Background: an optimization exercise with open tools, aiming at small area. Do not read the settings as production practice.
The RTL was checked by simulation tests, not by an equivalence proof against the original design.
No activity file was given, so power comes from the tool's default toggle rates.

**design/flow/flow/run.sh**
```bash
#!/bin/bash
# Own flow: the standard layout (standard.sh), with the synthesis script
# swapped for flow/synth.tcl (same as synth_recipe.tcl but a different ABC
# mapping script). Every tool's output goes to a log file in this folder.
set -euo pipefail
HERE=$(pwd)
export FLOW_ABC_SCRIPT=$HERE/flow/abc_map.script
# check that synth_recipe.tcl is the script we modified
diff <(grep -v '^proc synth' synth_recipe.tcl) <(grep -v '^#\|^proc\|^  \|^}' flow/synth.tcl) > synth_diff.log 2>&1 || true
sed "s#SYNTH_SCRIPT=[^ ]*#SYNTH_SCRIPT=$HERE/flow/synth.tcl#" standard.sh > my_standard.sh
if [[ -f flow/cts_args ]]; then export CTS_ARGS="$(cat flow/cts_args)"; fi
if [[ -f flow/buffer_ports_args ]]; then export BUFFER_PORTS_ARGS="$(cat flow/buffer_ports_args)"; fi
bash my_standard.sh > flow_run.log 2>&1
```
**design/flow/design.v**
```verilog
`timescale 1ns / 1ps
module FourBitCPU(rst, clk, opcode, address, myinput, myoutput, HLT, s_flag, z_flag, c_flag);
input rst, clk;
input [3:0] opcode;
input [3:0] address;
input [7:0] myinput;
output reg [7:0] myoutput;
output reg HLT, s_flag, z_flag, c_flag;
reg [7:0] memE [0:7];
reg [7:0] memO [0:7];
reg [7:0] stk  [0:7];
reg [3:0] stackPoint;
reg [4:0] progCount;
wire pcDone = (progCount[2:0] == 3'b000);
wire run = !pcDone && !HLT;
wire [7:0] oSel = 8'd1 << address[3:1];
wire [7:0] eSel = address[0] ? {oSel[6:0], oSel[7]} : oSel;
wire [2:0] eIdx = address[3:1] + address[0];
wire [7:0] eVal = memE[eIdx];
wire [7:0] oVal = memO[address[3:1]];
wire       isXchg = (opcode == 4'd2);
wire [7:0] memA  = (address[0] ^ isXchg) ? oVal : eVal;
wire [7:0] mem0  = memE[0];
wire [7:0] spSel  = 8'd1 << stackPoint[2:0];
wire [7:0] stkTop = stk[stackPoint[2:0]];
wire       isSub = (opcode == 4'd1);
wire [7:0] addB  = myinput ^ {8{isSub}};
reg [8:0] cy;
reg [7:0] sum;
integer k;
always @*
begin
  cy[0] = isSub;
  for (k=0; k<8; k=k+1)
  begin
    sum[k] = memA[k] ^ addB[k] ^ cy[k];
    cy[k+1] = (memA[k] & addB[k]) | (cy[k] & (memA[k] ^ addB[k]));
  end
end
wire borrow = !cy[8];
reg [3:0] lut;    
always @*
  case (opcode)
    4'd3:  lut = 4'b1100;    
    4'd5:  lut = 4'b1010;    
    4'd7:  lut = 4'b1000;    
    4'd9:  lut = 4'b1110;    
    4'd10: lut = 4'b0110;    
    4'd14: lut = 4'b0011;    
    default: lut = 4'b1100;  
  endcase
reg [7:0] lres;
integer j;
always @*
  for (j=0; j<8; j=j+1)
    lres[j] = (opcode == 4'd3) ? mem0[j] : lut[{memA[j], myinput[j]}];
wire [7:0] wres = (opcode == 4'd12) ? stkTop : lres;
reg [7:0] res;
always @*
  case (opcode)
    4'd0:  res = sum;
    4'd4:  res = memA >> 1;
    4'd13: res = memA << 1;
    default: res = wres;
  endcase
wire resZero = (lres == 8'd0);
wire memZero = resZero;
wire isPush = (opcode == 4'd11);
wire isPop  = (opcode == 4'd12);
wire wrA    = (opcode == 4'd3) || (opcode == 4'd5) || (opcode == 4'd7) || (opcode == 4'd9) ||
              (opcode == 4'd10) || (opcode == 4'd12) || (opcode == 4'd14);
wire weE = run && (isXchg || (wrA && !address[0]));
wire weO = run && (isXchg || (wrA && address[0]));
wire [7:0] dE = isXchg ? oVal : wres;
wire [7:0] dO = isXchg ? eVal : wres;
wire [7:0] dE0 = dE & {8{!rst}};
wire [7:0] dE1 = dE | {8{rst}};
wire [7:0] dO0 = dO & {8{!rst}};
wire [7:0] dO1 = dO | {8{rst}};
wire stkWe = run && (isPush || isPop);
wire stkK  = rst || isPop;
wire [7:0] dS0 = memA & {8{!stkK}};
wire [7:0] dS1 = memA | {8{stkK}};
wire       dS3a = rst ? 1'b0 : isPop ? !stackPoint[3] : memA[3];
wire       dS3b = rst ? 1'b1 : isPop ? !stackPoint[3] : memA[3];
genvar g;
generate
  for (g=0; g<8; g=g+1)
  begin : bank
    wire enE = rst || (weE && eSel[g]);
    wire enO = rst || (weO && oSel[g]);
    wire [7:0] nE = {dE0[7:4], g[2] ? dE1[3] : dE0[3], g[1] ? dE1[2] : dE0[2],
                     g[0] ? dE1[1] : dE0[1], dE0[0]};
    wire [7:0] nO = {dO0[7:4], g[2] ? dO1[3] : dO0[3], g[1] ? dO1[2] : dO0[2],
                     g[0] ? dO1[1] : dO0[1], dO1[0]};
    wire enS = rst || (stkWe && (isPush ? spSel[(g+1)%8] : spSel[g]));
    wire [7:0] nS = {dS0[7:4], (g >= 6) ? dS3b : dS3a, g[2] ? dS1[2] : dS0[2],
                     g[1] ? dS1[1] : dS0[1], g[0] ? dS1[0] : dS0[0]};
    always @(posedge clk)
    begin
      if (enE) memE[g] <= nE;
      if (enO) memO[g] <= nO;
      if (enS) stk[g] <= nS;
    end
  end
endgenerate
always @(posedge clk)
begin
if (rst)
begin
  c_flag <= 0;
  z_flag <= 0;
  s_flag <= 0;
  myoutput <= 0;
  HLT <= 0;
  progCount <= 5'b00001;
  stackPoint <= 4'b1110;
end
else if (run)
begin
  progCount <= {progCount[3:0], progCount[4] ^ progCount[2]};
  if (opcode != 4'd15) myoutput <= res;
  case (opcode)
  4'd0: begin c_flag <= cy[8]; s_flag <= 1'b0; if (memZero) z_flag <= 1'b1; end
  4'd1: begin c_flag <= borrow; s_flag <= borrow; z_flag <= memZero; end
  4'd3, 4'd7: if (resZero) z_flag <= 1'b1;
  4'd5, 4'd6: z_flag <= resZero;
  4'd8: begin c_flag <= 1'b0; s_flag <= 1'b0; z_flag <= 1'b0; end
  4'd9, 4'd10: begin c_flag <= 1'b0; s_flag <= 1'b0; z_flag <= resZero; end
  4'd11: stackPoint <= stackPoint - 1'b1;
  4'd12: stackPoint <= stackPoint + 1'b1;
  4'd13: z_flag <= memZero;
  4'd15: HLT <= 1'b1;
  default: ;
  endcase
end
end
endmodule
```
**design/flow/config.mk**
```make
export PLATFORM = sky130hd
export DESIGN_NAME = FourBitCPU
export DESIGN_NICKNAME = FourBitCPU
export VERILOG_FILES = /design/flow/design.v
export SDC_FILE = /design/flow/constraint.sdc
export NUM_CORES = 4
export LEC_CHECK = 0
export CAP_MARGIN = 20
export CORE_MARGIN = 2
export CORE_UTILIZATION = 70
export GPL_TIMING_DRIVEN = 0
export SLEW_MARGIN = 20
```
**design/flow/flow/buffer_ports_args**
```
-buffer_cell sky130_fd_sc_hd__buf_1
```
**design/flow/standard.sh**
```bash
#!/bin/bash
# synth_recipe.tcl (not shown) runs the flow's synth.tcl, then flattens the netlist and writes it again
# the make line also repeats each setting of config.mk as NAME=value (left out here)
make -C /OpenROAD-flow-scripts/flow DESIGN_CONFIG=/design/flow/config.mk WORK_HOME=/design/flow/orfs CLKGATE_MAP_FILE= SYNTH_SCRIPT=/design/flow/synth_recipe.tcl "${@:-finish}"
```
**design/flow/constraint.sdc**
```tcl
create_clock -name core_clock -period 8.0 [get_ports {clk}]
set_input_delay 1.6000 -clock core_clock [delete_from_list [all_inputs] [get_ports {clk}]]
set_output_delay 1.6000 -clock core_clock [all_outputs]
set_load 0.01 [all_outputs]
```
**design/flow/flow/abc_map.script**
```
strash
dch -f
amap
mfs -a
strash
dch -f
amap
topo
```
**design/flow/flow/cts_args**
```
-sink_clustering_enable -repair_clock_nets -dont_use_dummy_load -buf_list {sky130_fd_sc_hd__clkbuf_8} -sink_clustering_size 20 -sink_clustering_max_diameter 50
```
**design/flow/flow/synth.tcl**
```tcl
# The standard flow's synthesis script (synth_recipe.tcl) with one change: the combinational
# logic is mapped by ABC with flow/abc_map.script (area-oriented amap and mfs) instead of
# ORFS's abc_speed/abc_area script. Registers are untouched by ABC.
proc synth {args} { yosys synth -nofsm -noshare {*}$args }
proc abc {args} {
  set i [lsearch -exact $args -script]
  if {$i >= 0} { lset args [expr {$i + 1}] $::env(FLOW_ABC_SCRIPT) }
  yosys abc {*}$args
}
source $::env(SCRIPTS_DIR)/synth.tcl
# left out here: clear keep_hierarchy, flatten, clean up, hide names made inside functions, write 1_2_yosys.v
```
==> reports/qor.txt, run 1 <==
status = no timing/DRC/antenna violations
top_reg_cell synth = edfxtp_1
Final #Nets = 796
Worst Path Arrival = 7920 ps
Rel. slew slack = 24.2%
worst hold path type = flip-flop to flip-flop
met2 wire length = 11000 um
Layout Skew = 49.5 ps
Worst Path Max Fanout = 20
setup TNS = 0 ps
initial antenna violation count = 0
PwrDens = 234 mW/mm^2
Post-CTS Hold Buffers = 0
DR vias = 6812
Max Buffers Root-to-Sink = 3
Met3 Wirelength = 2670 um
vias per inst = 7.28
placed cells = 920
synth warn = 4
Initial Util = 72.0%
DRT iter0 DRCs = 949
crit path launch type = input port
Die H = 118 um
full die area = 0.0140 mm^2
worst vdd ir = 0.199 mV
final slew viol count = 0
Mapped Cells = 712
kind of critical path = input port to flip-flop
Tmin final = 7600 ps
Layout Cells excl Fill = 936
layout cells sized above 1 = 6.15%
EDFF count, synth = 192
setup violators final = 0
synth unique cells = 39
WL met1 = 9130 um
clk root buf = clkbuf_8
Reg clk slew, reported paths = 70 ps
Data required, critical path = 8310 ps
Mapped Area = 0.00916 mm^2
Hold Violations, Final = 0
Synth Register Bits = 213
htree depth = 1
top layer in use = met4
Port-buffer cells = 29
Antenna Nets Post-Route = 0
top post-synthesis cells by area = edfxtp_1 63%, dfxtp_1 4.6%, a222oi_1 3.4%
Avg WL per Cell = 25.1 um
Crit path largest cell delay = 640 ps
most common cell after layout, fill and taps aside = edfxtp_1
row count = 41
area leader, netlist = edfxtp_1
DP HPWL = 16200 um
Fmax = 0.132 GHz
setup slack, reg-to-reg = 2810 ps
Critical-path top delay cell = nor2_1
critical-path cell list = buf_1 > clkinv_1 > nand2_1 > nor2_1 > clkinvlp_4 > o22ai_2 > clkinv_1 > o22ai_1 > clkinv_1 > o22ai_1 > fa_1 > fa_1 > clkinv_1 > fa_1 > fa_1 > clkinv_1 > fa_1 > clkinv_1 > fa_1 > clkinv_1 > fa_1 > nand2_1 > o2111a_1 > nor3_1
period utilization = 95.0%
drc violations = 0
largest net degree at the start of global routing = 37
Die X = 118 um
RePlAce Congestion = 0.921
RSZ-0062 raised after global routing = no
clock sinks = 213
Avg Synthesized Cell Area = 12.9 um^2
max cap viols = 0
Yosys top cell area share = 62.9%
CTS tree = built
synthesized net count = 742
Num CTS Buffers = 16
commonest non-fill, non-tap cells in the layout = 192 x edfxtp_1, 71 x nor2_1, 67 x clkinv_1
Routed WL = 23500 um
Area growth syn-to-layout = 7.65%
post-layout util = 77.5%
number of global-route vias before repair = 6441
I/O pin count = 30
Post-synth ARST share = 0%
total global routing overflow = 0
core area = 0.0127 mm^2
DRT Pass-1 Iters = 6
global-route wire length before repair = 35900 um
sequential-to-total area share from yosys stat = 67.5%
GRT Util Overall = 33.7%
n_diodes = 0
leakage power = 3.20 nW
Least-Margin Pin Slew = 1120 ps
Clock Latency Late Sink = 500 ps
crit end category = flip-flop
-- worst paths after layout --
kind / from / to / depth (start not counted)
worst max-delay path: opcode[2] / myoutput[7] / 24
worst min-delay path: progCount[4] / progCount[4] / 2
worst max register to register: memE[3][1] / c_flag / 21
worst min register to register: progCount[4] / progCount[4] / 2
-- cell usage after synthesis, types with 2 or more instances --
cell and instances:
a211oi_1 9, a21boi_0 3, a21oi_1 24, a221o_1 2, a221oi_1 14, a222oi_1 31
a22o_1 5, a22oi_1 25, a311oi_1 2, a31oi_1 3, a41oi_1 2, and3_1 4
clkinv_1 69, dfxtp_1 21, edfxtp_1 192, fa_1 8, ha_1 4, nand2_1 42
nand3_1 16, nand4_1 6, nor2_1 71, nor2b_1 4, nor3_1 28, nor4_1 4
o21a_1 11, o21ai_0 40, o221ai_1 11, o22ai_1 38, o31ai_1 4, o32a_1 4
or2_0 7
-- sequential cells by signal, summed over array words and instances, names as in the netlist --
register    count
stackPoint      4
progCount       5
memE           64
c_flag          1
s_flag          1
HLT             1
z_flag          1
myoutput        8
stk            64
memO           64
-- kinds of logic after synthesis --
| group | share of synthesized area (%) |
|---|---|
| AND/OR/NAND/NOR | 8.81 |
| flip-flops | 67.5 |
| buffers and inverters | 2.83 |
| adder cells (fa/ha/maj) | 2.29 |
| AO/OA/AOI/OAI | 18.5 |
-- where the power goes --
| part | internal, mW | switching [mW] | total (mW) |
|---|---|---|---|
| combinational | 0.119 | 0.284 | 0.403 |
| clock | 0.181 | 0.307 | 0.488 |
| sequential | 1.37 | 0.0451 | 1.42 |
-- worst max-delay path: cells and delay by family --
kind / cells / cell delay [ps]
simple gates: 4 / 880
fa+ha+maj: 7 / 2310
compound gates: 4 / 1340
buf+inv: 9 / 1740
-- metal layers --
metal  up-vias  global-route usage, %
li1       2966                      -
met1      3266                   49.3
met4         0                   8.18
met5         -                      0
met3        64                   6.08
met2       516                   53.8
-- through the flow --
step	total power, mW	hold WS, ps	setup slack (ps)	instance area, um^2
global route	2.39	496	15.4	9860
floorplan	1.67	435	1190	9160
detailed placement	1.83	455	-389	9610
global placement	1.80	441	-219	9490
finish	2.31	459	397	9860
CTS	2.29	466	92.9	9830
-- timing repair --
action | 4_1_cts | 5_1_grt
endpoints found under the setup margin | 0 | 4
resized for setup | 0 | 6
setup buffers | 0 | 0
-- area by class of cell --
class	count	area [um^2]
Clock buffer	16	220
Fill cell	775	2860
Inverter	69	263
Multi-Input combinational cell	430	2820
Sequential cell	213	6190
Tap cell	172	215
Timing Repair Buffer	36	161
==> run 2: changes to the inputs <==
==> design/flow/flow/cts_args (replaced) <==
-sink_clustering_enable -repair_clock_nets -dont_use_dummy_load -buf_list {sky130_fd_sc_hd__clkbuf_4} -sink_clustering_size 10 -sink_clustering_max_diameter 40
==> reports/qor.txt, run 2 <==
Avg Synthesized Cell Area = 12.9 um^2
Design Power = 2.29 mW
Reg clk slew, reported paths = 100 ps
most common cell after layout, fill and taps aside = edfxtp_1
WHS Path Cells = 2
Layout Cells excl Fill = 947
DR vias = 6866
Rel. slew slack = 22.4%
n_diodes = 0
synth cell count leaders = 192 x edfxtp_1, 71 x nor2_1, 69 x clkinv_1
Final #Nets = 807
mux cell area share after synthesis = 0%
Levels on crit path = 24
Data required, critical path = 8420 ps
Routed WL = 23500 um
Worst Path Arrival = 7990 ps
commonest non-fill, non-tap cells in the layout = 192 x edfxtp_1, 71 x nor2_1, 68 x clkinv_1
Area growth syn-to-layout = 7.37%
area leader, netlist = edfxtp_1
DRT iter0 DRCs = 970
Met3 Wirelength = 2970 um
initial antenna violation count = 0
Avg WL per Cell = 24.8 um
# fillers = 785
vias per inst = 7.25
synthesized net count = 742
status = no timing/DRC/antenna violations
RePlAce Congestion = 0.921
Compound-Gate Fraction of Synth Area = 18.5%
Post-synth ARST share = 0%
Combinational Power Share = 17.6%
final slew viol count = 0
drc violations = 0
most frequent CP cell = clkinv_1
crit path launch type = input port
Antenna Nets Post-Route = 0
leakage power = 3.21 nW
Die H = 118 um
Worst path top cell family by delay = adder cells
clk root buf = clkbuf_4
max cap viols = 0
top layer in use = met4
placed cells = 920
Die X = 118 um
Internal = 1.65 mW
largest family of logic cells by synthesized area = compound AO/OA/AOI/OAI gates
Max Buffers Root-to-Sink = 3
top post-synthesis cells by area = edfxtp_1 63%, dfxtp_1 4.6%, a222oi_1 3.4%
Critical-path top delay cell = clkinv_1
Psw = 646 uW
kind of critical path = input port to flip-flop
htree depth = 1
met2 wire length = 10900 um
critical-path cell list = buf_1 > clkinv_1 > nand2_1 > nor2_1 > clkinv_1 > o22ai_2 > clkinv_1 > o22ai_1 > clkinv_1 > o22ai_1 > fa_1 > fa_1 > clkinv_1 > fa_1 > fa_1 > clkinv_1 > fa_1 > clkinv_1 > fa_1 > clkinv_1 > fa_1 > nand2_1 > o2111a_1 > nor3_1
DRT Pass-1 Iters = 6
Clock power frac = 20.6%
sequential group share of total power = 61.8%
Yosys top cell area share = 62.9%
WL met1 = 8980 um
Initial Util = 72.0%
EDFF count, synth = 192
most frequent cell after synthesis = edfxtp_1
GRT Util Overall = 33.8%
Tmin final = 7560 ps
worst vdd ir = 0.166 mV
Hold Violations, Final = 0
CP bufs+invs = 9
switching part of the total power = 28.2%
PwrDens = 233 mW/mm^2
number of global-route vias before repair = 6458
core area = 0.0127 mm^2
Mapped Area = 0.00916 mm^2
Synth Area in XOR/XNOR = 0%
Port-buffer cells = 29
synth unique cells = 39
post-CTS setup buffers = 0
row count = 41
Worst Path Max Fanout = 20
Crit path largest cell delay = 660 ps
Clock Latency Late Sink = 650 ps
top_reg_cell synth = edfxtp_1
Synth Register Bits = 213
period utilization = 94.5%
Layout Skew = 82.1 ps
synth warn = 4
Mapped Cells = 712
Fmax = 0.132 GHz
I/O pin count = 30
largest net degree at the start of global routing = 37
adder-cell share of the synthesized area = 2.29%
clock sinks = 213
sequential-to-total area share from yosys stat = 67.5%
DP HPWL = 16200 um
crit end category = flip-flop
Least-Margin Pin Slew = 1150 ps
worst hold path type = flip-flop to flip-flop
setup TNS = 0 ps
full die area = 0.0140 mm^2
worst reg2reg path depth = 21
CTS tree = built
global-route wire length before repair = 36000 um
simple-gate share of the synthesized area = 8.81%
setup violators final = 0
total global routing overflow = 0
Num CTS Buffers = 27
biggest regs = memE: 64 flops, memO: 64 flops, stk: 64 flops
layout cells sized above 1 = 7.23%
==> run 2: cell counts after synthesis <==
No cell type changed its count.
==> run 2: final cells by class <==
cell class / instances / area, um^2 / share of cell area (%)
Inverter: 69 / 259 / 2.63
Multi-Input combinational cell: 430 / 2810 / 28.6
Clock buffer: 27 / 203 / 2.06
Sequential cell: 213 / 6190 / 62.9
Tap cell: 172 / 215 / 2.19
Timing Repair Buffer: 36 / 161 / 1.64
==> run 2: kinds of logic (layout without fill, tap and decap cells) <==
kind of cell / count (synthesis) / after routing
flops: 213 / 213
compound gates: 235 / 235
fa+ha+maj: 12 / 12
simple gates: 183 / 183
buf+inv: 69 / 132
==> run 2: stage by stage <==
| step | setup WS, ps | hold WS, ps | area, um^2 | utilization (%) |
|---|---|---|---|---|
| 2_1_floorplan | 1190 | 435 | 9160 | - |
| 3_3_place_gp | -219 | 441 | 9490 | 74.6 |
| 3_5_place_dp | -389 | 455 | 9610 | 75.6 |
| 4_1_cts | 189 | 471 | 9810 | 77.1 |
| 5_1_grt | -42.1 | 503 | 9840 | 77.3 |
| 6_report | 437 | 468 | 9840 | 77.3 |
==> run 2: timing repair <==
action	CTS	global route
endpoints found under the setup margin	0	4
resized for setup	0	4
hold buffers	0	0
==> run 2: worst register-to-register path: stages, from the launching register on <==
cell	delay, ps
edfxtp_1	370
a222oi_1	320
o21ai_0	140
a221o_1	310
a221oi_1	410
o22ai_1	310
fa_1	480
fa_1	430
clkinv_1	70
fa_1	190
fa_1	180
clkinv_1	80
fa_1	420
clkinv_1	70
fa_1	170
clkinv_1	110
fa_1	480
nor2_1	190
clkinv_1	90
a21oi_1	140
a21oi_1	60
nor2_1	90
==> run 2: metal layers <==
metal	up-vias	track usage [%]
met1	3251	49.2
met5	-	0
li1	2995	-
met4	0	9.75
met3	62	6.81
met2	558	52.9
==> run 2: power by group through the flow <==
stage	logic (mW)	clock network, mW	registers (mW)
after global placement	0.370	0	1.43
after floorplan	0.246	0	1.43
after global routing	0.435	0.513	1.43
after detailed placement	0.388	0	1.44
final	0.404	0.471	1.42
after CTS	0.391	0.466	1.42
==> run 2: worst paths after layout <==
check	slack (ps)	end	startpoint
hold reg to reg	470	progCount[4]	progCount[4]
setup / recovery	440	myoutput[7]	opcode[2]
hold / removal	470	progCount[4]	progCount[4]
setup reg to reg	2830	c_flag	memE[3][1]
==> run 3: changes to the inputs <==
--- a/design/flow/config.mk
+++ b/design/flow/config.mk
@@ -7,6 +7,6 @@
 export LEC_CHECK = 0
 export CAP_MARGIN = 20
 export CORE_MARGIN = 2
-export CORE_UTILIZATION = 70
+export CORE_UTILIZATION = 75
 export GPL_TIMING_DRIVEN = 0
 export SLEW_MARGIN = 20
==> reports/qor.txt, run 3 <==
status = no timing/DRC/antenna violations
largest net degree at the start of global routing = 37
# fillers = 671
Die X = 115 um
worst hold path type = flip-flop to flip-flop
full die area = 0.0131 mm^2
Reg clk slew, reported paths = 90 ps
worst hold slack = 482 ps
layout cells sized above 1 = 7.01%
crit path launch type = input port
Post-CTS Hold Buffers = 0
Tmin final = 7390 ps
Data required, critical path = 8420 ps
top post-synthesis cells by area = edfxtp_1 63%, dfxtp_1 4.6%, a222oi_1 3.4%
Avg WL per Cell = 25.2 um
final slew viol count = 0
CTS tree = built
synth warn = 4
Layout Skew = 83.5 ps
EDFF count, synth = 192
DR vias = 6980
synthesized net count = 742
worst reg2reg path depth = 20
Port-buffer cells = 29
vias per inst = 7.60
Layout Cells excl Fill = 918
endpoint of the worst register-to-register path = myoutput[7]
sequential-to-total area share from yosys stat = 67.5%
DRT Pass-1 Iters = 7
drc violations = 0
Rel. slew slack = 23.7%
most common cell after layout, fill and taps aside = edfxtp_1
Avg Synthesized Cell Area = 12.9 um^2
synth cell count leaders = 192 x edfxtp_1, 71 x nor2_1, 69 x clkinv_1
Initial Util = 76.6%
biggest regs = memE: 64 flops, memO: 64 flops, stk: 64 flops
Fmax = 0.135 GHz
Post-synth ARST share = 0%
RR Startpoint = memO[3][0]
htree depth = 1
PwrDens = 234 mW/mm^2
clock sinks = 213
global-route wire length before repair = 35100 um
max cap viols = 0
row count = 40
Num CTS Buffers = 27
Yosys top cell area share = 62.9%
RSZ-0062 raised after global routing = no
Least-Margin Pin Slew = 1130 ps
synth unique cells = 39
DP HPWL = 15600 um
area leader, netlist = edfxtp_1
Mapped Area = 0.00916 mm^2
top_reg_cell synth = edfxtp_1
Die H = 115 um
initial antenna violation count = 0
Design Power = 2.29 mW
launch point of the worst path = address[0]
worst vdd ir = 0.178 mV
leakage power = 3.19 nW
clk root buf = clkbuf_4
kind of critical path = input port to flip-flop
period utilization = 92.4%
Area growth syn-to-layout = 6.79%
Clock Latency Late Sink = 660 ps
Hold Violations, Final = 0
post-CTS setup buffers = 0
DRT iter0 DRCs = 1195
setup violators final = 0
Antenna Nets Post-Route = 0
Synth Register Bits = 213
Worst Path Arrival = 7810 ps
Routed WL = 23100 um
GRT Util Overall = 35.7%
number of global-route vias before repair = 6476
Final #Nets = 802
total global routing overflow = 0
placed cells = 890
setup slack, reg-to-reg = 2780 ps
Worst Path Max Fanout = 12
commonest non-fill, non-tap cells in the layout = 192 x edfxtp_1, 70 x nor2_1, 67 x clkinv_1
Mapped Cells = 712
worst setup path end = myoutput[7]
I/O pin count = 30
Max Buffers Root-to-Sink = 3
crit end category = flip-flop
RePlAce Congestion = 0.988
most frequent cell after synthesis = edfxtp_1
core area = 0.0120 mm^2
[run 3: cell counts after synthesis]
Identical to the previous run, type by type.
[run 3: stage by stage]
| step | utilization [%] | cell area [um^2] | setup slack (ps) | TNS [ps] |
|---|---|---|---|---|
| after global placement | 79.0 | 9450 | -332 | -659 |
| final | 81.8 | 9780 | 608 | 0 |
| after detailed placement | 79.8 | 9550 | -626 | -1810 |
| after floorplan | - | 9160 | 1190 | 0 |
| after CTS | 81.5 | 9750 | 119 | 0 |
| after global routing | 81.8 | 9780 | 184 | 0 |
[run 3: kinds of logic (layout without fill, tap and decap cells)]
logic type	Yosys count	count (layout)	share of synthesized area [%]
other cells	0	1	0
simple gates	183	183	8.81
fa+ha+maj	12	12	2.29
compound gates	235	235	18.5
buf+inv	69	127	2.83
flops	213	213	67.5
[run 3: how the worst min path moves through the flow]
stage                 start           end  slack [ps]  cells past startpoint
3_5_place_dp   progCount[4]  progCount[4]         470                      2
2_1_floorplan  progCount[4]  progCount[4]         430                      2
6_report       progCount[4]  progCount[4]         480                      2
4_1_cts        progCount[4]  progCount[4]         480                      2
5_1_grt        progCount[4]  progCount[4]         510                      2
3_3_place_gp   progCount[4]  progCount[4]         440                      2
[run 3: timing repair]
item	4_1_cts	5_1_grt
setup endpoints to repair	1	4
gates resized for setup	1	6
gates cloned	0	0
[run 3: layer usage]
metal	global-route usage, %	vias to the layer above	routed length (um)
li1	-	2997	-
met1	50.8	3247	8600
met2	55.6	632	10400
met3	7.46	104	3160
met4	13.4	0	899
met5	0	-	0
[run 3: cell type report]
class	count	area (um^2)	share of cell area, %
sequential	213	6190	63.2
clock buffer	27	203	2.07
timing repair buffer	31	126	1.29
inverter	69	263	2.69
multi-input combinational	430	2820	28.8
tap	147	184	1.88
antenna	1	2.50	0.0256
[run 3: report_power, final]
part	internal, mW	leakage (nW)	total (mW)	switching (mW)
Clock	0.155	0.124	0.468	0.313
Sequential	1.37	2.10	1.42	0.0447
Combinational	0.118	0.961	0.404	0.286
Total	1.64	3.19	2.29	0.644
[run 3: worst max-delay path, stage by stage]
cell and delay (ps):
clkbuf_2 190, ha_1 240, ha_1 400, nor3_1 870, a222oi_1 170, and3_1 290
o22ai_1 370, clkinv_1 350, o22ai_1 270, fa_1 250, fa_1 180, clkinv_1 80
fa_1 450, fa_1 450, clkinv_1 80, fa_1 170, clkinv_1 90, fa_1 420
clkinv_1 70, fa_1 400, nand2_1 100, o2111a_1 220, nor3_1 70
==> run 4: changes to the inputs <==
==> design/flow/flow/run.sh (replaced) <==
#!/bin/bash
# Own flow: the standard layout (standard.sh), with the synthesis script
# swapped for flow/synth.tcl (same as synth_recipe.tcl but a different ABC
# mapping script) and no separate adder mapping. Every tool's output goes to a log file in this folder.
set -euo pipefail
HERE=$(pwd)
export FLOW_ABC_SCRIPT=$HERE/flow/abc_map.script
# check that synth_recipe.tcl is the script we modified
diff <(grep -v '^proc synth' synth_recipe.tcl) <(grep -v '^#\|^proc\|^  \|^}' flow/synth.tcl) > synth_diff.log 2>&1 || true
# Also leave ADDER_MAP_FILE empty, so that ORFS skips its extract_fa/adder
# mapping step and ABC maps the adder logic with everything else.
sed "s#SYNTH_SCRIPT=[^ ]*#SYNTH_SCRIPT=$HERE/flow/synth.tcl ADDER_MAP_FILE=#" standard.sh > my_standard.sh
if [[ -f flow/cts_args ]]; then export CTS_ARGS="$(cat flow/cts_args)"; fi
if [[ -f flow/buffer_ports_args ]]; then export BUFFER_PORTS_ARGS="$(cat flow/buffer_ports_args)"; fi
bash my_standard.sh > flow_run.log 2>&1
==> reports/qor.txt, run 4 <==
status = no timing/DRC/antenna violations
Worst Path Arrival = 7380 ps
Register Area = 0.00619 mm^2
Yosys top cell area share = 64.0%
top_reg_cell synth = edfxtp_1
top post-synthesis cells by area = edfxtp_1 64%, dfxtp_1 4.7%, nor2_1 3.8%
Placed Area = 0.00938 mm^2
leakage power = 3.13 nW
synth cell count leaders = 192 x edfxtp_1, 91 x nor2_1, 57 x o21ai_0
Fmax = 0.145 GHz
Synth Area in XOR/XNOR = 0%
final slew viol count = 0
Least-Margin Pin Slew = 1180 ps
clock sinks = 213
kind of critical path = input port to flip-flop
Mapped Area = 0.00901 mm^2
RSZ-0062 raised after global routing = no
Compound-Gate Fraction of Synth Area = 19.1%
Die H = 114 um
Data required, critical path = 8480 ps
initial antenna violation count = 0
Avg WL per Cell = 25.0 um
DRT iter0 DRCs = 1372
DR vias = 6916
Reg clk slew, reported paths = 100 ps
number of global-route vias before repair = 6367
n_diodes = 0
sequential-to-total area share from yosys stat = 68.7%
global-route wire length before repair = 34600 um
worst hold path type = flip-flop to flip-flop
DRT Pass-1 Iters = 7
adder-cell share of the synthesized area = 0%
RePlAce Congestion = 1.05
Rel. slew slack = 21.0%
synth warn = 4
area leader, netlist = edfxtp_1
period utilization = 86.2%
Worst Path Max Fanout = 18
Mapped Cells = 715
row count = 40
Area growth syn-to-layout = 6.57%
total global routing overflow = 0
PwrDens = 233 mW/mm^2
drc violations = 0
setup TNS = 0 ps
Routed WL = 23100 um
synthesized net count = 733
Synth Register Bits = 213
Initial Util = 75.9%
Avg Synthesized Cell Area = 12.6 um^2
CTS tree = built
pre-CTS WS = 737 ps
most common cell after layout, fill and taps aside = edfxtp_1
Final #Nets = 799
max cap viols = 0
Multi-input gate area = 0.00265 mm^2
Port-buffer cells = 29
EDFF count, synth = 192
Design Power = 2.24 mW
full die area = 0.0129 mm^2
clk root buf = clkbuf_4
largest net degree at the start of global routing = 37
crit path launch type = input port
crit end category = flip-flop
simple-gate share of the synthesized area = 9.91%
I/O pin count = 30
Post-synth ARST share = 0%
worst hold slack = 471 ps
Die X = 114 um
synth unique cells = 34
Final Cell Area = 0.00960 mm^2
mux cell area share after synthesis = 0%
post-CTS sizing = 0
# fillers = 697
layout cells sized above 1 = 5.65%
biggest regs = memE: 64 flops, memO: 64 flops, stk: 64 flops
GRT Util Overall = 35.7%
commonest non-fill, non-tap cells in the layout = 192 x edfxtp_1, 91 x nor2_1, 55 x clkinv_1
post-CTS setup buffers = 0
Layout Skew = 114 ps
largest family of logic cells by synthesized area = compound AO/OA/AOI/OAI gates
Hold Violations, Final = 0
core area = 0.0119 mm^2
Max Buffers Root-to-Sink = 3
final worst setup slack = 1110 ps
Num CTS Buffers = 28
worst vdd ir = 0.218 mV
most frequent cell after synthesis = edfxtp_1
Tmin final = 6890 ps
Antenna Nets Post-Route = 0
DP HPWL = 15600 um
setup violators final = 0
vias per inst = 7.47
Post-CTS Hold Buffers = 0
htree depth = 1
Clock Latency Late Sink = 700 ps
run 4: cell families after synthesis:
| family | Yosys count |
|---|---|
| DFF | 213 |
| and+or+nand+nor | 201 |
| buffers and inverters | 56 |
| AOI/OAI and AO/OA | 245 |
run 4: report_power, final:
group	switching (mW)	internal [mW]	total (mW)
Sequential	0.0411	1.36	1.40
Clock	0.320	0.160	0.480
Combinational	0.254	0.103	0.357
run 4: layout make-up:
| type | instances | share of cell area, % |
|---|---|---|
| Clock buffer | 28 | 2.19 |
| Inverter | 56 | 2.19 |
| Tap cell | 147 | 1.92 |
| Multi-Input combinational cell | 446 | 27.6 |
| Timing Repair Buffer | 36 | 1.69 |
| Sequential cell | 213 | 64.5 |
run 4: final timing paths:
check	to	slack, ps	from	cells past startpoint
worst max-delay path	c_flag	1110	opcode[2]	25
worst min register to register	progCount[4]	470	progCount[4]	2
worst max register to register	c_flag	4050	memO[7][0]	21
worst min-delay path	progCount[4]	470	progCount[4]	2
run 4: metrics by stage:
| stage | util [%] | cells |
|---|---|---|
| after floorplan | - | 715 |
| after global placement | 78.4 | 891 |
| after detailed placement | 79.1 | 898 |
| after CTS | 80.8 | 926 |
| after global routing | 80.9 | 926 |
| final | 80.9 | 926 |
run 4: worst max-delay path, stage by stage:
cell	delay, ps
buf_1	140
clkinv_1	110
nand2_1	100
nor2_1	580
clkinv_1	620
o22ai_1	750
clkinv_1	440
o22ai_1	320
clkinv_1	320
nor2_1	260
a21oi_1	80
and2_0	190
o21a_1	210
o21a_1	210
o21a_1	200
o21a_1	200
o21a_1	190
nor2_1	120
nor2_1	90
nor2_1	130
a21oi_1	70
a22oi_1	200
nor2_1	60
a21oi_1	120
nor2_1	50
run 4: layer usage:
layer  GRT usage, %  part of all wire [%]  vias to the layer above
li1               -                     -                     3012
met1           51.8                    37                     3208
met2           53.9                    46                      618
met3           7.60                    14                       78
met4           15.1                   3.3                        0
met5              0                     0                        -
==> run 5: changes to the inputs <==
--- a/design/flow/config.mk
+++ b/design/flow/config.mk
@@ -7,6 +7,6 @@
 export LEC_CHECK = 0
 export CAP_MARGIN = 20
 export CORE_MARGIN = 2
-export CORE_UTILIZATION = 75
+export CORE_UTILIZATION = 82
 export GPL_TIMING_DRIVEN = 0
 export SLEW_MARGIN = 20
==> reports/qor.txt, run 5 <==
Synth Register Bits = 213
initial antenna violation count = 0
Routed WL = 26100 um
synth warn = 4
Max Buffers Root-to-Sink = 3
Hold Violations, Final = 0
Mapped Cells = 715
Post-CTS Hold Buffers = 0
full die area = 0.0118 mm^2
Crit path largest cell delay = 840 ps
Layout Cells excl Fill = 913
EDFF count, synth = 192
setup violators final = 0
Least-Margin Pin Slew = 1100 ps
post-CTS sizing = 0
CTS tree = built
drc violations = 0
GRT Util Overall = 45.3%
row count = 38
final worst setup slack = 599 ps
Met3 Wirelength = 4430 um
number of global-route vias before repair = 6901
Mapped Area = 0.00901 mm^2
global-route wire length before repair = 38800 um
pre-CTS WS = 453 ps
Yosys top cell area share = 64.0%
Initial Util = 83.4%
Layout Skew = 122 ps
vias per inst = 8.09
met2 wire length = 11800 um
Worst Path Arrival = 7850 ps
largest net degree at the start of global routing = 37
biggest regs = memE: 64 flops, memO: 64 flops, stk: 64 flops
Critical-path top delay cell = o22ai_1
total global routing overflow = 0
Worst path top cell family by delay = compound AO/OA/AOI/OAI gates
final slew viol count = 0
Worst Path Max Fanout = 18
commonest non-fill, non-tap cells in the layout = 192 x edfxtp_1, 91 x nor2_1, 55 x clkinv_1
Final #Nets = 793
worst hold path type = flip-flop to flip-flop
Post-synth ARST share = 0%
core area = 0.0108 mm^2
area leader, netlist = edfxtp_1
Port-buffer cells = 29
htree depth = 1
setup TNS = 0 ps
Die H = 109 um
Fmax = 0.135 GHz
kind of critical path = input port to flip-flop
sequential-to-total area share from yosys stat = 68.7%
DR vias = 7382
max cap viols = 0
RePlAce Congestion = 0.951
synth unique cells = 34
clk root buf = clkbuf_4
status = no timing/DRC/antenna violations
placed cells = 887
Reg clk slew, reported paths = 70 ps
clock sinks = 213
WL met1 = 8160 um
Rel. slew slack = 26.5%
CP bufs+invs = 5
top post-synthesis cells by area = edfxtp_1 64%, dfxtp_1 4.7%, nor2_1 3.8%
worst vdd ir = 0.225 mV
post-CTS setup buffers = 0
Antenna Nets Post-Route = 0
n_diodes = 0
Clock Latency Late Sink = 710 ps
Tmin final = 7400 ps
Data required, critical path = 8450 ps
DRT iter0 DRCs = 2153
DP HPWL = 16700 um
most frequent cell after synthesis = edfxtp_1
layout cells sized above 1 = 5.05%
most frequent CP cell = nor2_1
Avg Synthesized Cell Area = 12.6 um^2
Area growth syn-to-layout = 6.03%
crit path launch type = input port
most common cell after layout, fill and taps aside = edfxtp_1
DRT Pass-1 Iters = 8
worst hold slack = 456 ps
Avg WL per Cell = 28.5 um
synth cell count leaders = 192 x edfxtp_1, 91 x nor2_1, 57 x o21ai_0
top layer in use = met4
Die X = 109 um
Num CTS Buffers = 26
PwrDens = 237 mW/mm^2
RSZ-0062 raised after global routing = no
period utilization = 92.5%
leakage power = 3.10 nW
I/O pin count = 30
crit end category = flip-flop
top_reg_cell synth = edfxtp_1
synthesized net count = 733
## run 5: logic make-up (layout without fill, tap and decap cells)
group,after synthesis,after routing,share of synthesized area (%)
simple gates,201,201,9.91
compound gates,245,245,19.1
buf+inv,56,114,2.33
flops,213,213,68.7
## run 5: cell type report
class	count	area, um^2
Sequential cell	213	6190
Multi-Input combinational cell	446	2650
Fill cell	428	1240
Inverter	56	210
Clock buffer	26	195
Tap cell	140	175
Timing Repair Buffer	32	133
## run 5: path summary, 6_finish.rpt
kind                            slack, ps    startpoint      endpoint  cells past startpoint
worst max-delay path                  600     opcode[2]        c_flag                     25
worst min-delay path                  460  progCount[4]  progCount[4]                      2
worst max register to register       3840    memO[1][1]        c_flag                     21
worst min register to register        460  progCount[4]  progCount[4]                      2
## run 5: layer usage
| layer | vias to the layer above | global-route usage (%) |
|---|---|---|
| met1 | 3306 | 61.1 |
| met5 | - | 0 |
| li1 | 3013 | - |
| met4 | 0 | 20.7 |
| met3 | 196 | 13.0 |
| met2 | 867 | 69.7 |
## run 5: report_power, final
| part | internal, mW | switching (mW) | leakage, nW |
|---|---|---|---|
| logic | 0.101 | 0.268 | 0.886 |
| clock network | 0.149 | 0.333 | 0.120 |
| registers | 1.36 | 0.0490 | 2.10 |
## run 5: tightest hold or removal path, cell delays in order (launching register included)
cell	delay (ps)
dfxtp_1	310
clkinv_1	50
a21oi_1	50
## run 5: stage by stage
step | instance area, um^2 | util [%] | power (mW)
2_1_floorplan | 9010 | - | 1.63
3_3_place_gp | 9290 | 86.1 | 1.74
3_5_place_dp | 9340 | 86.5 | 1.77
4_1_cts | 9530 | 88.3 | 2.22
5_1_grt | 9550 | 88.5 | 2.31
6_report | 9550 | 88.5 | 2.26
==> run 6: changes to the inputs <==
--- a/design/flow/config.mk
+++ b/design/flow/config.mk
@@ -7,6 +7,6 @@
 export LEC_CHECK = 0
 export CAP_MARGIN = 20
 export CORE_MARGIN = 2
-export CORE_UTILIZATION = 82
+export CORE_UTILIZATION = 70
 export GPL_TIMING_DRIVEN = 0
 export SLEW_MARGIN = 20
==> reports/qor.txt, run 6 <==
Antenna Nets Post-Route = 0
worst hold path type = flip-flop to flip-flop
number of global-route vias before repair = 6507
sequential-to-total area share from yosys stat = 68.7%
core area = 0.0126 mm^2
total global routing overflow = 0
setup violators final = 0
Worst Path Max Fanout = 18
hold path start = progCount[4]
Hold Violations, Final = 0
layout cells sized above 1 = 5.53%
Die H = 117 um
final slew viol count = 0
PwrDens = 231 mW/mm^2
Area growth syn-to-layout = 6.84%
setup TNS = 0 ps
Clock Latency Late Sink = 640 ps
post-CTS setup buffers = 0
worst vdd ir = 0.198 mV
launch point of the worst path = opcode[2]
Mapped Cells = 715
Avg Synthesized Cell Area = 12.6 um^2
GRT Util Overall = 33.4%
Layout Skew = 59.0 ps
clk root buf = clkbuf_4
Crit path largest cell delay = 700 ps
RSZ-0062 raised after global routing = no
largest net degree at the start of global routing = 37
Max Buffers Root-to-Sink = 3
row count = 41
DRT Pass-1 Iters = 6
Data required, critical path = 8490 ps
RePlAce Congestion = 0.921
crit end category = flip-flop
Reg clk slew, reported paths = 110 ps
most common cell after layout, fill and taps aside = edfxtp_1
Final #Nets = 798
vias per inst = 7.19
Port-buffer cells = 29
leakage power = 3.13 nW
Initial Util = 71.7%
full die area = 0.0138 mm^2
EDFF count, synth = 192
Yosys top cell area share = 64.0%
# fillers = 824
Routed WL = 23100 um
DRT iter0 DRCs = 1209
Die X = 117 um
global-route wire length before repair = 35300 um
clock sinks = 213
htree depth = 1
synthesized net count = 733
most frequent CP cell = nor2_1
Fmax = 0.147 GHz
kind of critical path = input port to flip-flop
Tmin final = 6780 ps
top_reg_cell synth = edfxtp_1
status = no timing/DRC/antenna violations
area leader, netlist = edfxtp_1
DR vias = 6836
Num CTS Buffers = 26
commonest non-fill, non-tap cells in the layout = 192 x edfxtp_1, 91 x nor2_1, 55 x clkinv_1
initial antenna violation count = 1
post-CTS sizing = 0
Post-CTS Hold Buffers = 0
CTS tree = built
synth unique cells = 34
Rel. slew slack = 29.7%
most frequent cell after synthesis = edfxtp_1
Synth Register Bits = 213
Mapped Area = 0.00901 mm^2
Post-synth ARST share = 0%
DP HPWL = 15800 um
synth cell count leaders = 192 x edfxtp_1, 91 x nor2_1, 57 x o21ai_0
Critical-path top delay cell = o22ai_1
synth warn = 4
biggest regs = memE: 64 flops, memO: 64 flops, stk: 64 flops
top post-synthesis cells by area = edfxtp_1 64%, dfxtp_1 4.7%, nor2_1 3.8%
drc violations = 0
max cap viols = 0
Least-Margin Pin Slew = 1050 ps
Avg WL per Cell = 24.3 um
RR Startpoint = memE[3][1]
I/O pin count = 30
Worst Path Arrival = 7270 ps
period utilization = 84.8%
Design Power = 2.22 mW
crit path launch type = input port
## run 6: metrics by stage
step,cells,utilization [%],worst slack [ps],hold WS [ps],cell area (um^2)
floorplan,715,-,2130,435,9010
global route,950,76.5,706,489,9620
detailed placement,924,74.9,717,453,9420
finish,951,76.6,1220,468,9620
global placement,916,74.2,571,444,9330
CTS,950,76.5,1380,469,9610
## run 6: worst paths after layout
check,end,slack [ps],depth (start not counted)
setup reg to reg,c_flag,4110,21
setup / recovery,c_flag,1220,25
hold / removal,progCount[4],470,2
hold reg to reg,progCount[4],470,2
## run 6: layout make-up
class	instances	area (um^2)	area share, %
diodes	1	2.50	0.0260
flip-flops and latches	213	6190	64.3
well taps	172	215	2.24
clock buffers	26	195	2.03
multi-input cells	446	2650	27.5
inverters	56	210	2.18
repair buffers	37	168	1.74
## run 6: power breakdown
part           switching (mW)  internal [mW]
Sequential             0.0390           1.36
Clock                   0.315          0.149
Combinational           0.256          0.103
## run 6: worst max-delay path: cells and delay by family
kind,cells,cell delay [ps]
AOI/OAI and AO/OA,11,2520
and+or+nand+nor,9,1520
buffers and inverters,5,1610
## run 6: cells by family (layout without fill, tap and decap cells)
kind of cell	Yosys count	in the layout	synth area share [%]
other cells	0	1	0
buf+inv	56	119	2.33
simple gates	201	201	9.91
compound gates	245	245	19.1
flops	213	213	68.7
## run 6: per-layer routing
layer	track usage [%]	vias up	share of wire, %
met4	13.9	0	3.2
li1	-	3027	-
met3	7.88	71	13
met5	0	-	0
met2	50.1	519	46
met1	48.0	3219	38
==> run 7: changes to the inputs <==
--- a/design/flow/config.mk
+++ b/design/flow/config.mk
@@ -5,8 +5,8 @@
 export SDC_FILE = /design/flow/constraint.sdc
 export NUM_CORES = 4
 export LEC_CHECK = 0
-export CAP_MARGIN = 20
+export CAP_MARGIN = 10
 export CORE_MARGIN = 2
 export CORE_UTILIZATION = 70
 export GPL_TIMING_DRIVEN = 0
-export SLEW_MARGIN = 20
+export SLEW_MARGIN = 10
==> reports/qor.txt, run 7 <==
pre-CTS WS = 362 ps
clock sinks = 213
setup TNS = 0 ps
core area = 0.0126 mm^2
Reg clk slew, reported paths = 70 ps
Layout Cells excl Fill = 952
area leader, netlist = edfxtp_1
post-layout util = 76.5%
Tmin final = 7230 ps
crit end category = flip-flop
commonest non-fill, non-tap cells in the layout = 192 x edfxtp_1, 91 x nor2_1, 56 x clkinv_1
# fillers = 835
biggest regs = memE: 64 flops, memO: 64 flops, stk: 64 flops
drc violations = 0
period utilization = 90.4%
RePlAce Congestion = 0.921
Mapped Area = 0.00901 mm^2
number of global-route vias before repair = 6477
placed cells = 925
global-route wire length before repair = 35300 um
Clock Latency Late Sink = 640 ps
htree depth = 1
top layer in use = met4
EDFF count, synth = 192
full die area = 0.0138 mm^2
Final #Nets = 799
total global routing overflow = 0
WL met1 = 8770 um
top_reg_cell synth = edfxtp_1
Die H = 117 um
worst vdd ir = 0.172 mV
Max Buffers Root-to-Sink = 3
Die X = 117 um
Met3 Wirelength = 3000 um
Multi-input gate area = 0.00263 mm^2
Register Area = 0.00619 mm^2
Worst Path Max Fanout = 11
worst hold path type = flip-flop to flip-flop
setup violators final = 0
Post-synth ARST share = 0%
Data required, critical path = 8460 ps
Avg Synthesized Cell Area = 12.6 um^2
Fmax = 0.138 GHz
crit path launch type = input port
Hold Violations, Final = 0
Crit path largest cell delay = 1020 ps
Num CTS Buffers = 26
synth cell count leaders = 192 x edfxtp_1, 91 x nor2_1, 57 x o21ai_0
vias per inst = 7.17
PwrDens = 231 mW/mm^2
Antenna Nets Post-Route = 0
Mapped Cells = 715
Layout Skew = 46.6 ps
worst hold slack = 486 ps
CTS tree = built
status = no timing/DRC/antenna violations
Worst Path Arrival = 7690 ps
final slew viol count = 0
synthesized net count = 733
post-CTS setup buffers = 0
synth warn = 4
Rel. slew slack = 17.0%
sequential-to-total area share from yosys stat = 68.7%
synth unique cells = 34
initial antenna violation count = 1
DRT iter0 DRCs = 1211
layout cells sized above 1 = 5.01%
Post-CTS Hold Buffers = 0
Routed WL = 23100 um
kind of critical path = input port to flip-flop
met2 wire length = 10700 um
clk root buf = clkbuf_4
most frequent CP cell = nor2_1
Least-Margin Pin Slew = 1240 ps
GRT Util Overall = 33.4%
DRT Pass-1 Iters = 7
DR vias = 6825
leakage power = 3.12 nW
Avg WL per Cell = 24.2 um
largest net degree at the start of global routing = 37
final worst setup slack = 768 ps
I/O pin count = 30
Yosys top cell area share = 64.0%
most frequent cell after synthesis = edfxtp_1
Initial Util = 71.7%
Area growth syn-to-layout = 6.70%
Port-buffer cells = 29
max cap viols = 0
Critical-path top delay cell = nor3_1
RSZ-0062 raised after global routing = no
DP HPWL = 15800 um
top post-synthesis cells by area = edfxtp_1 64%, dfxtp_1 4.7%, nor2_1 3.8%
most common cell after layout, fill and taps aside = edfxtp_1
row count = 41
post-CTS sizing = 0
Synth Register Bits = 213
run 7: cell counts after synthesis:
No cell type changed its count.
run 7: power breakdown:
group / leakage, nW / internal [mW] / switching, mW / total [mW]
logic: 0.904 / 0.103 / 0.255 / 0.358
registers: 2.10 / 1.36 / 0.0389 / 1.40
clock network: 0.120 / 0.149 / 0.315 / 0.464
run 7: final cells by class:
class | instances | share of cell area [%]
sequential | 213 | 64.4
multi-input combinational | 446 | 27.3
tap | 172 | 2.24
inverter | 56 | 2.19
clock buffer | 26 | 2.03
timing repair buffer | 38 | 1.82
antenna | 1 | 0.0260
run 7: worst paths after layout:
| kind | startpoint | slack (ps) | end | depth (start not counted) |
|---|---|---|---|---|
| worst max-delay path | address[1] | 770 | c_flag | 26 |
| worst min-delay path | progCount[4] | 490 | progCount[4] | 2 |
| worst max register to register | memO[5][0] | 4020 | c_flag | 21 |
| worst min register to register | progCount[4] | 490 | progCount[4] | 2 |
run 7: per-stage QoR:
step | power, mW | area (um^2)
global placement | 1.74 | 9330
floorplan | 1.63 | 9010
detailed placement | 1.77 | 9410
finish | 2.22 | 9610
global route | 2.30 | 9610
CTS | 2.21 | 9600
run 7: per-layer routing:
metal	vias to the layer above	GRT usage (%)
li1	3025	-
met2	519	50.4
met1	3222	48.9
met4	0	11.7
met5	-	0
met3	59	7.64
run 7: worst max-delay path: cells and delay by family:
kind                   cells  cell delay, ps
buffers and inverters      4            1360
AND/OR/NAND/NOR            9            2060
AO/OA/AOI/OAI             13            2660
run 7: logic make-up (layout without fill, tap and decap cells):
logic type / count (synthesis) / in the layout / synth area share [%]
buffers and inverters: 56 / 120 / 2.33
other: 0 / 1 / 0
DFF: 213 / 213 / 68.7
AOI/OAI and AO/OA: 245 / 245 / 19.1
and+or+nand+nor: 201 / 201 / 9.91
==> run 8: changes to the inputs <==
--- a/design/flow/config.mk
+++ b/design/flow/config.mk
@@ -7,6 +7,6 @@
 export LEC_CHECK = 0
 export CAP_MARGIN = 10
 export CORE_MARGIN = 2
-export CORE_UTILIZATION = 70
+export CORE_UTILIZATION = 82
 export GPL_TIMING_DRIVEN = 0
 export SLEW_MARGIN = 10
==> reports/qor.txt, run 8 <==
RSZ-0062 raised after global routing = no
Port-buffer cells = 29
Hold Violations, Final = 0
Synth Register Bits = 213
max cap viols = 0
Yosys top cell area share = 64.0%
Final Cell Area = 0.00955 mm^2
full die area = 0.0118 mm^2
Mapped Area = 0.00901 mm^2
global-route wire length before repair = 38400 um
worst hold path type = flip-flop to flip-flop
crit end category = flip-flop
Data required, critical path = 8450 ps
synth unique cells = 34
GRT Util Overall = 44.9%
synth warn = 4
placed cells = 887
Initial Util = 83.4%
Die H = 109 um
Layout Cells excl Fill = 915
n_diodes = 0
Avg Synthesized Cell Area = 12.6 um^2
layout cells sized above 1 = 4.90%
post-CTS setup buffers = 0
synth cell count leaders = 192 x edfxtp_1, 91 x nor2_1, 57 x o21ai_0
period utilization = 94.7%
top post-synthesis cells by area = edfxtp_1 64%, dfxtp_1 4.7%, nor2_1 3.8%
worst vdd ir = 0.197 mV
DRT Pass-1 Iters = 13
Tmin final = 7570 ps
number of global-route vias before repair = 6892
drc violations = 0
Routed WL = 26000 um
post-CTS sizing = 0
Avg WL per Cell = 28.5 um
row count = 38
largest net degree at the start of global routing = 37
Worst Path Max Fanout = 18
Layout Skew = 112 ps
Worst Path Arrival = 8030 ps
biggest regs = memE: 64 flops, memO: 64 flops, stk: 64 flops
setup violators final = 0
RePlAce Congestion = 0.951
Max Buffers Root-to-Sink = 3
Placed Area = 0.00933 mm^2
setup TNS = 0 ps
kind of critical path = input port to flip-flop
vias per inst = 8.13
Final #Nets = 795
Reg clk slew, reported paths = 100 ps
synthesized net count = 733
DP HPWL = 16800 um
status = no timing/DRC/antenna violations
htree depth = 1
clk root buf = clkbuf_4
most frequent cell after synthesis = edfxtp_1
CTS tree = built
EDFF count, synth = 192
leakage power = 3.11 nW
Area growth syn-to-layout = 6.08%
Mapped Cells = 715
crit path launch type = input port
clock sinks = 213
Die X = 109 um
Post-synth ARST share = 0%
DR vias = 7440
core area = 0.0108 mm^2
Rel. slew slack = 15.4%
commonest non-fill, non-tap cells in the layout = 192 x edfxtp_1, 91 x nor2_1, 56 x clkinv_1
Least-Margin Pin Slew = 1260 ps
I/O pin count = 30
initial antenna violation count = 0
Num CTS Buffers = 28
most common cell after layout, fill and taps aside = edfxtp_1
Fmax = 0.132 GHz
sequential-to-total area share from yosys stat = 68.7%
area leader, netlist = edfxtp_1
total global routing overflow = 0
post-layout util = 88.5%
# fillers = 430
final slew viol count = 0
top_reg_cell synth = edfxtp_1
DRT iter0 DRCs = 1894
Clock Latency Late Sink = 700 ps
Antenna Nets Post-Route = 0
PwrDens = 238 mW/mm^2
Post-CTS Hold Buffers = 0
[run 8: cell counts after synthesis]
No cell type changed its count.
[run 8: final timing paths]
check | from | endpoint | slack [ps] | depth (start not counted)
setup / recovery | opcode[2] | c_flag | 430 | 25
hold / removal | progCount[4] | progCount[4] | 460 | 2
setup reg to reg | memO[1][1] | c_flag | 3770 | 21
hold reg to reg | progCount[4] | progCount[4] | 460 | 2
[run 8: cells by family (layout without fill, tap and decap cells)]
| kind of cell | Yosys count | in the layout | share of synthesized area, % |
|---|---|---|---|
| AOI/OAI and AO/OA | 245 | 245 | 19.1 |
| DFF | 213 | 213 | 68.7 |
| and+or+nand+nor | 201 | 201 | 9.91 |
| buffers and inverters | 56 | 116 | 2.33 |
[run 8: report_power, final]
part / switching (mW) / internal, mW
Clock: 0.335 / 0.160
Combinational: 0.271 / 0.101
Sequential: 0.0476 / 1.36
[run 8: cell type report]
type	count	area [um^2]	share of cell area, %
multi-input cells	446	2640	27.6
well taps	140	175	1.83
inverters	56	210	2.20
clock buffers	28	210	2.20
repair buffers	32	133	1.39
flip-flops and latches	213	6190	64.7
[run 8: metrics by stage]
step,hold WS (ps),setup slack (ps),power [mW]
CTS,464,822,2.23
global route,498,190,2.32
global placement,444,617,1.74
detailed placement,449,317,1.77
finish,461,428,2.28
floorplan,435,2130,1.63
[run 8: layer usage]
metal | GRT usage, % | vias to the layer above | part of all wire [%]
li1 | - | 3007 | -
met1 | 61.4 | 3342 | 31
met2 | 69.5 | 920 | 45
met3 | 12.3 | 171 | 18
met4 | 18.5 | 0 | 5.4
met5 | 0 | - | 0
[run 8: critical path: stages]
cell and delay, ps:
buf_1 130, clkinv_1 100, nand2_1 90, nor2_1 720, clkinv_1 730, o22ai_1 940
clkinv_1 540, o22ai_1 370, clkinv_1 350, nor2_1 290, a21oi_1 80, and2_0 180
o21a_1 200, o21a_1 200, o21a_1 200, o21a_1 200, o21a_1 190, nor2_1 140
nor2_1 90, nor2_1 140, a21oi_1 50, a22oi_1 210, nor2_1 60, a21oi_1 130
nor2_1 50
==> run 9: changes to the inputs <==
--- a/design/flow/config.mk
+++ b/design/flow/config.mk
@@ -7,6 +7,6 @@
 export LEC_CHECK = 0
 export CAP_MARGIN = 10
 export CORE_MARGIN = 2
-export CORE_UTILIZATION = 82
+export CORE_UTILIZATION = 78
 export GPL_TIMING_DRIVEN = 0
 export SLEW_MARGIN = 10
==> reports/qor.txt, run 9 <==
Multi-input gate area = 0.00264 mm^2
Compound-Gate Fraction of Synth Area = 19.1%
# fillers = 603
RePlAce Congestion = 0.985
worst vdd ir = 0.202 mV
Num CTS Buffers = 27
PwrDens = 235 mW/mm^2
Hold Violations, Final = 0
kind of critical path = input port to flip-flop
Worst Path Max Fanout = 18
Mapped Area = 0.00901 mm^2
synth cell count leaders = 192 x edfxtp_1, 91 x nor2_1, 57 x o21ai_0
crit path launch type = input port
biggest regs = memE: 64 flops, memO: 64 flops, stk: 64 flops
GRT Util Overall = 38.2%
Max Buffers Root-to-Sink = 3
EDFF count, synth = 192
top post-synthesis cells by area = edfxtp_1 64%, dfxtp_1 4.7%, nor2_1 3.8%
synth unique cells = 34
layout cells sized above 1 = 4.77%
htree depth = 1
leakage power = 3.11 nW
crit end category = flip-flop
Worst Path Arrival = 7430 ps
row count = 39
placed cells = 890
Post-CTS Hold Buffers = 0
total global routing overflow = 0
largest net degree at the start of global routing = 37
initial antenna violation count = 0
clock sinks = 213
RSZ-0062 raised after global routing = no
Clock Latency Late Sink = 670 ps
period utilization = 87.3%
Reg clk slew, reported paths = 100 ps
Layout Cells excl Fill = 918
Synth Area in XOR/XNOR = 0%
setup violators final = 0
worst hold path type = flip-flop to flip-flop
post-CTS setup buffers = 0
DR vias = 7073
Port-buffer cells = 29
DRT Pass-1 Iters = 8
Register Area = 0.00619 mm^2
status = no timing/DRC/antenna violations
Placed Area = 0.00932 mm^2
n_diodes = 0
largest family of logic cells by synthesized area = compound AO/OA/AOI/OAI gates
Post-synth ARST share = 0%
I/O pin count = 30
Avg WL per Cell = 26.0 um
Initial Util = 79.6%
Antenna Nets Post-Route = 0
DRT iter0 DRCs = 1412
Mapped Cells = 715
most common cell after layout, fill and taps aside = edfxtp_1
Die H = 111 um
Synth Register Bits = 213
clk root buf = clkbuf_4
global-route wire length before repair = 36100 um
Area growth syn-to-layout = 5.99%
area leader, netlist = edfxtp_1
vias per inst = 7.70
adder-cell share of the synthesized area = 0%
Rel. slew slack = 11.4%
mux cell area share after synthesis = 0%
setup TNS = 0 ps
worst hold slack = 481 ps
most frequent cell after synthesis = edfxtp_1
Yosys top cell area share = 64.0%
Final #Nets = 795
drc violations = 0
sequential-to-total area share from yosys stat = 68.7%
synthesized net count = 733
Least-Margin Pin Slew = 1320 ps
final slew viol count = 0
max cap viols = 0
top_reg_cell synth = edfxtp_1
number of global-route vias before repair = 6659
Layout Skew = 87.3 ps
Routed WL = 23900 um
commonest non-fill, non-tap cells in the layout = 192 x edfxtp_1, 91 x nor2_1, 56 x clkinv_1
simple-gate share of the synthesized area = 9.91%
Tmin final = 6990 ps
post-layout util = 84.3%
Fmax = 0.143 GHz
Final Cell Area = 0.00955 mm^2
Data required, critical path = 8450 ps
synth warn = 4
core area = 0.0113 mm^2
DP HPWL = 15900 um
Avg Synthesized Cell Area = 12.6 um^2
post-CTS sizing = 0
Die X = 111 um
CTS tree = built
full die area = 0.0124 mm^2
-- run 9: cells by family after synthesis --
family,Yosys count
compound gates,245
buf+inv,56
flops,213
simple gates,201
-- run 9: report_power, final --
part / switching (mW) / leakage (nW) / internal (mW)
Clock: 0.326 / 0.124 / 0.155
Sequential: 0.0443 / 2.10 / 1.36
Combinational: 0.257 / 0.882 / 0.101
Total: 0.627 / 3.11 / 1.62
-- run 9: critical path: stages --
cell and delay [ps]:
buf_1 130, clkinv_1 100, nand2_1 80, nor2_1 620, clkinv_1 650, o22ai_1 750, clkinv_1 450, o22ai_1 330
clkinv_1 310, nor2_1 260, a21oi_1 80, and2_0 190, o21a_1 210, o21a_1 210, o21a_1 210, o21a_1 200
o21a_1 180, nor2_1 120, nor2_1 90, nor2_1 140, a21oi_1 60, a22oi_1 190, nor2_1 60, a21oi_1 130
nor2_1 50
-- run 9: area by class of cell --
type | instances | area share (%)
timing repair buffer | 33 | 1.39
inverter | 56 | 2.20
clock buffer | 27 | 2.12
multi-input combinational | 446 | 27.6
sequential | 213 | 64.8
tap | 143 | 1.87
-- run 9: per-stage QoR --
stage,setup slack [ps],power [mW]
detailed placement,274,1.77
finish,1010,2.24
global route,511,2.30
floorplan,2130,1.63
CTS,850,2.21
global placement,624,1.74
-- run 9: layer usage --
| metal | up-vias | global-route usage (%) | wire [um] |
|---|---|---|---|
| li1 | 3008 | - | - |
| met1 | 3207 | 52.7 | 8100 |
| met2 | 742 | 58.8 | 10900 |
| met3 | 116 | 9.80 | 3710 |
| met4 | 0 | 17.2 | 1170 |
| met5 | - | 0 | 0 |
-- run 9: final timing paths --
kind | start | end | slack, ps | cells past startpoint
setup / recovery | opcode[3] | c_flag | 1010 | 25
hold / removal | progCount[4] | progCount[4] | 480 | 2
setup reg to reg | memO[5][0] | c_flag | 3990 | 21
hold reg to reg | progCount[4] | progCount[4] | 480 | 2
==> run 10: changes to the inputs <==
--- a/design/flow/config.mk
+++ b/design/flow/config.mk
@@ -9,4 +9,5 @@
 export CORE_MARGIN = 2
 export CORE_UTILIZATION = 78
 export GPL_TIMING_DRIVEN = 0
+export PLACE_DENSITY = 0.8
 export SLEW_MARGIN = 10
==> reports/qor.txt, run 10 <==
crit end category = flip-flop
WHS Path Cells = 2
Max Buffers Root-to-Sink = 3
Register Area = 0.00619 mm^2
biggest regs = memE: 64 flops, memO: 64 flops, stk: 64 flops
Hold Violations, Final = 0
Reg clk slew, reported paths = 100 ps
Final #Nets = 795
I/O pin count = 30
htree depth = 1
Port-buffer cells = 29
CTS tree = built
endpoint of the worst register-to-register path = c_flag
Critical-path top delay cell = o22ai_1
Tmin final = 6990 ps
Mapped Area = 0.00901 mm^2
sequential-to-total area share from yosys stat = 68.7%
initial antenna violation count = 0
period utilization = 87.3%
worst setup path end = c_flag
synth cell count leaders = 192 x edfxtp_1, 91 x nor2_1, 57 x o21ai_0
top_reg_cell synth = edfxtp_1
most frequent CP cell = nor2_1
Avg WL per Cell = 26.0 um
DP HPWL = 15900 um
Avg Synthesized Cell Area = 12.6 um^2
kind of critical path = input port to flip-flop
layout cells sized above 1 = 4.77%
synthesized net count = 733
Data required, critical path = 8450 ps
DRT iter0 DRCs = 1412
RePlAce Congestion = 0.985
Fmax = 0.143 GHz
Levels on crit path = 25
Placed Area = 0.00932 mm^2
setup TNS = 0 ps
Met3 Wirelength = 3710 um
Worst path top cell family by delay = compound AO/OA/AOI/OAI gates
# fillers = 603
most common cell after layout, fill and taps aside = edfxtp_1
Rel. slew slack = 11.4%
DR vias = 7073
crit path launch type = input port
area leader, netlist = edfxtp_1
Routed WL = 23900 um
vias per inst = 7.70
clock sinks = 213
Crit path largest cell delay = 750 ps
post-CTS sizing = 0
leakage power = 3.11 nW
RR Startpoint = memO[5][0]
launch point of the worst path = opcode[3]
Design Power = 2.24 mW
worst hold path type = flip-flop to flip-flop
largest net degree at the start of global routing = 37
Least-Margin Pin Slew = 1320 ps
most frequent cell after synthesis = edfxtp_1
Mapped Cells = 715
Initial Util = 79.6%
Die X = 111 um
synth warn = 4
CP bufs+invs = 5
Worst Path Max Fanout = 18
commonest non-fill, non-tap cells in the layout = 192 x edfxtp_1, 91 x nor2_1, 56 x clkinv_1
drc violations = 0
synth unique cells = 34
Synth Register Bits = 213
top post-synthesis cells by area = edfxtp_1 64%, dfxtp_1 4.7%, nor2_1 3.8%
Yosys top cell area share = 64.0%
Antenna Nets Post-Route = 0
DRT Pass-1 Iters = 8
Final Cell Area = 0.00955 mm^2
EDFF count, synth = 192
full die area = 0.0124 mm^2
clk root buf = clkbuf_4
post-CTS setup buffers = 0
global-route wire length before repair = 36100 um
Num CTS Buffers = 27
Die H = 111 um
worst hold slack = 481 ps
total global routing overflow = 0
Area growth syn-to-layout = 5.99%
top layer in use = met4
met2 wire length = 10900 um
GRT Util Overall = 38.2%
Post-CTS Hold Buffers = 0
setup slack, reg-to-reg = 3990 ps
status = no timing/DRC/antenna violations
max cap viols = 0
Layout Skew = 87.3 ps
worst reg2reg path depth = 21
RSZ-0062 raised after global routing = no
n_diodes = 0
setup violators final = 0
Multi-input gate area = 0.00264 mm^2
worst vdd ir = 0.202 mV
row count = 39
Worst Path Arrival = 7430 ps
PwrDens = 235 mW/mm^2
core area = 0.0113 mm^2
Clock Latency Late Sink = 670 ps
Post-synth ARST share = 0%
final slew viol count = 0
number of global-route vias before repair = 6659
WL met1 = 8100 um
[run 10: cell counts in the layout (fill, tap and decap cells not counted)]
Identical to the previous run, type by type.
[run 10: layout make-up]
| cell class | instances | share of cell area (%) |
|---|---|---|
| repair buffers | 33 | 1.39 |
| inverters | 56 | 2.20 |
| well taps | 143 | 1.87 |
| flip-flops and latches | 213 | 64.8 |
| multi-input cells | 446 | 27.6 |
| clock buffers | 27 | 2.12 |
[run 10: routing by layer]
layer / global-route usage, % / up-vias
met1: 52.7 / 3207
met2: 58.8 / 742
met5: 0 / -
li1: - / 3008
met3: 9.80 / 116
met4: 17.2 / 0
[run 10: per-stage QoR]
step,setup slack [ps],std cells,util [%]
finish,1010,918,84.3
global placement,624,887,82.1
floorplan,2130,715,-
CTS,850,917,84.1
detailed placement,274,890,82.3
global route,511,918,84.3
[run 10: report_power, final]
group | switching [mW] | total [mW] | internal, mW
combinational | 0.257 | 0.358 | 0.101
clock | 0.326 | 0.481 | 0.155
sequential | 0.0443 | 1.41 | 1.36
[run 10: worst min path at each step]
stage / startpoint / endpoint / slack (ps)
floorplan: progCount[4] / progCount[4] / 430
detailed placement: progCount[0] / progCount[1] / 460
finish: progCount[4] / progCount[4] / 480
global placement: progCount[4] / progCount[4] / 440
global route: progCount[4] / progCount[4] / 500
CTS: progCount[4] / progCount[4] / 480
[run 10: cell families (layout without fill, tap and decap cells)]
group	after synthesis	in the layout	share of synthesized area, %
compound gates	245	245	19.1
flops	213	213	68.7
simple gates	201	201	9.91
buf+inv	56	116	2.33
[run 10: tightest hold or removal path, delay by kind of cell, from the launching register on]
kind            cells  cell delay, ps
flops               1             330
buf+inv             1              60
compound gates      1              50

## port drivers added, routing unchanged
Ports are ideal in the flow. The routed layouts listed here were re-timed in OpenROAD.
Step 1, drivers: a clkbuf_16 drives clk and a buf_2 each remaining input, both assumed.
Step 2 adds t to the input delays and takes it off the output delays; t is the mean of the earliest and latest rising clock arrival at the registers after step 1. Input paths then give back, and output paths get back, about the clock's delay inside the block.
a / b / c = ideal ports / drivers / drivers and shift; a / b = the first two.
run	t (ns)	slack for setup (ns)	hold slack, ns
run 1	0.512	0.397 / 0.410 / -0.102	0.459 / 0.459 / 0.459
run 2	0.646	0.437 / 0.451 / -0.196	0.468 / 0.468 / 0.468
run 3	0.650	0.608 / 0.620 / -0.030	0.482 / 0.482 / 0.482
run 4	0.678	1.107 / 1.122 / 0.444	0.471 / 0.471 / 0.471
run 5	0.681	0.599 / 0.614 / -0.068	0.456 / 0.456 / 0.456
run 6	0.645	1.218 / 1.230 / 0.585	0.468 / 0.468 / 0.468
run 7	0.651	0.768 / 0.777 / 0.125	0.486 / 0.486 / 0.486
run 8	0.680	0.428 / 0.441 / -0.239	0.461 / 0.461 / 0.461
run 9	0.658	1.013 / 1.028 / 0.370	0.481 / 0.481 / 0.481
run 10	0.658	1.013 / 1.028 / 0.370	0.481 / 0.481 / 0.481
With both steps, setup timing fails in 5 of these runs, where it was met with ideal ports.
